This design comes from an exercise in tuning for small area, a short achievable clock period and few clock cycles on the open sky130 flow, not from production work. Only simulation tests tie the RTL to the original design; equivalence was not proved. Power is estimated from default activity; no workload was simulated.

// divider
module divider (
  input clk, rst_n,
  input start,
  input [31:0] div, dsr,
  output [31:0] q, r,
  output err,
  output done
);
Size in the first run: ~1100 cells after synthesis, about 130 I/O pins, roughly 0.010 mm2 of cells after synthesis.
Settings: LEC_CHECK=0, CAP_MARGIN=20, CORE_MARGIN=2, CORE_UTILIZATION=60, SETUP_SLACK_MARGIN=2.0, SLEW_MARGIN=20, SYNTH_HIERARCHICAL=1; clock period 4.0 ns.
standard.sh (not shown) runs the stock make flow with config.mk's settings and CLKGATE_MAP_FILE= SYNTH_SCRIPT=/design/flow/synth_recipe.tcl, a recipe that flattens the netlist after the stock synthesis.
==> flow/flow/run.sh <==
#!/bin/bash
# The standard layout, with the port buffers that ORFS inserts before global
# placement made as sky130_fd_sc_hd__buf_1 cells rather than the default
# delay buffers; timing repair still resizes them where a path needs it.
set -euo pipefail
bash standard.sh 'BUFFER_PORTS_ARGS=-buffer_cell sky130_fd_sc_hd__buf_1' finish > standard_flow.log 2>&1
Testbench counts at the start, summed over its fixed seeds: cycles 12,149.
Edit:
SETUP_SLACK_MARGIN = 1.6   (was 2.0)
Outcome: Count of clock-buffer cells in the layout went down by 1. Routed wire length went down by 16%. Total power went down by about 20%. Design area went down by 16%. Maximum frequency went down by 8.3%. Utilization went down by 13 points. Clock skew barely changes.

---

The RTL this note starts from:
==> flow/design.v <==
module divider (
  input clk, rst_n,
  input start,
  input [31:0] div, dsr,
  output [31:0] q, r,
  output err,
  output done
);
  wire       idle, align, iter, last, ge;
  wire       k_neg, k_zero, dsr_zero;
  datapath dp (
    .clk(clk),
    .div(div), .dsr(dsr),
    .idle(idle), .align(align), .iter(iter),
    .q(q), .r(r), .err(err),
    .ge(ge), .last(last),
    .k_neg(k_neg), .k_zero(k_zero), .dsr_zero(dsr_zero)
  );
  controller ct (
    .clk(clk), .rst_n(rst_n), .start(start),
    .k_neg(k_neg), .k_zero(k_zero), .dsr_zero(dsr_zero), .last(last),
    .idle(idle), .align(align), .iter(iter), .done(done)
  );
endmodule
module controller (
  input      clk, rst_n,
  input      start,
  input      k_neg, k_zero, dsr_zero, last,
  output     idle,
  output reg align, iter, done
);
  assign idle = !(align || iter || done);
  always @( posedge clk )
    if( !rst_n ) begin
      align <= 1'b0;
      iter  <= 1'b0;
      done  <= 1'b0;
    end
    else begin
      align <= idle && start && !dsr_zero && !k_neg && !k_zero;
      iter  <= (idle && start && !dsr_zero && k_zero) || align || (iter && !last);
      done  <= (idle && start && (dsr_zero || k_neg)) || (iter && last);
    end
endmodule
module datapath (
  input             clk,
  input      [31:0] div, dsr,
  input             idle, align, iter,
  output reg [31:0] q, r,
  output reg        err,
  output            ge, last,
  output            k_neg, k_zero, dsr_zero
);
  reg [31:0] d;       
  reg  [4:0] k;       
  function [4:0] msb;
    input [31:0] x;
    integer i;
    begin
      msb = 5'd0;
      for( i = 0; i < 32; i = i + 1 )
        if( x[i] )
          msb = i;
    end
  endfunction
  wire [5:0] kd = {1'b0, msb(div)} - {1'b0, msb(dsr)};
  assign dsr_zero = ( dsr == 32'd0 );
  assign k_neg    = kd[5];
  assign k_zero   = ( kd == 6'd0 );
  wire [32:0] diff = {1'b0, r} - {1'b0, d};
  assign ge   = !diff[32];
  assign last = ( k == 5'd0 );
  always @( posedge clk ) begin
    if( idle ) begin
      r   <= dsr_zero ? 32'd0 : div;
      d   <= dsr;
      k   <= kd[4:0];
      q   <= 32'd0;
      err <= dsr_zero;
    end
    else if( align ) begin
      d   <= d << k;
    end
    else if( iter ) begin
      if( ge )
        r <= diff[31:0];
      q <= {q[30:0], ge};
      d <= d >> 1;
      k <= k - 5'd1;
    end
  end
endmodule
==> flow/config.mk <==
export PLATFORM = sky130hd
export DESIGN_NAME = divider
export DESIGN_NICKNAME = divider
export VERILOG_FILES = /design/flow/design.v
export SDC_FILE = /design/flow/constraint.sdc
export NUM_CORES = 4
export LEC_CHECK = 0
export CAP_MARGIN = 20
export CORE_MARGIN = 2
export CORE_UTILIZATION = 40
export SETUP_SLACK_MARGIN = 1.2
export SLEW_MARGIN = 20
==> flow/constraint.sdc <==
create_clock -name core_clock -period 4.0 [get_ports {clk}]
set_input_delay 0.8000 -clock core_clock [delete_from_list [all_inputs] [get_ports {clk}]]
set_output_delay 0.8000 -clock core_clock [all_outputs]
set_load 0.01 [all_outputs]
run.sh (not shown) runs the stock make flow with config.mk's settings and CLKGATE_MAP_FILE= SYNTH_SCRIPT=/design/flow/synth_recipe.tcl, a recipe that flattens the netlist after the stock synthesis.
Stock flow here: none of the scripts above is used.
The starting point went through all stages and came out clean.
Testbench counts at the start, summed over its fixed seeds: cycles 12,035.
Change:
- SETUP_SLACK_MARGIN: 1.2 -> 1.8
Result: The new run passed the timing, DRC and antenna checks; die area stays the same; core utilization increases by 4.0 points; synthesized area does not change; synthesized cell count does not change.

what the ideal ports hide:
The results above use ideal ports. As a check the final layouts listed here were re-extracted and re-timed, cells and wires unchanged. Step 1, drivers: a clkbuf_16 drives clk and a buf_2 each remaining input, both assumed. Step 2, shift: input delay + t, output delay - t, t = (earliest + latest rising clock arrival at the registers) / 2. This alone moves slack from input paths to output paths. Slacks: ideal / step 1 / step 2; pairs: ideal / step 1.
run | shift t [ns] | setup slack, ns | worst register clock-pin slew, ns
the first run of note 1 | 0.414 | 1.616 / 1.616 / 1.408 | 0.10 / 0.10
the second run of note 1 | 0.404 | 1.399 / 1.399 / 1.314 | 0.09 / 0.09
the first run of note 2 | 0.415 | 0.520 / 0.513 / 0.098 | 0.09 / 0.09
the second run of note 2 | 0.411 | 0.679 / 0.674 / 0.263 | 0.08 / 0.08
After both steps setup and hold are still met in every run listed. For the first run of note 2, which loses most, drivers alone change the setup slack by -0.007 ns; drivers and shift together by -0.422 ns.
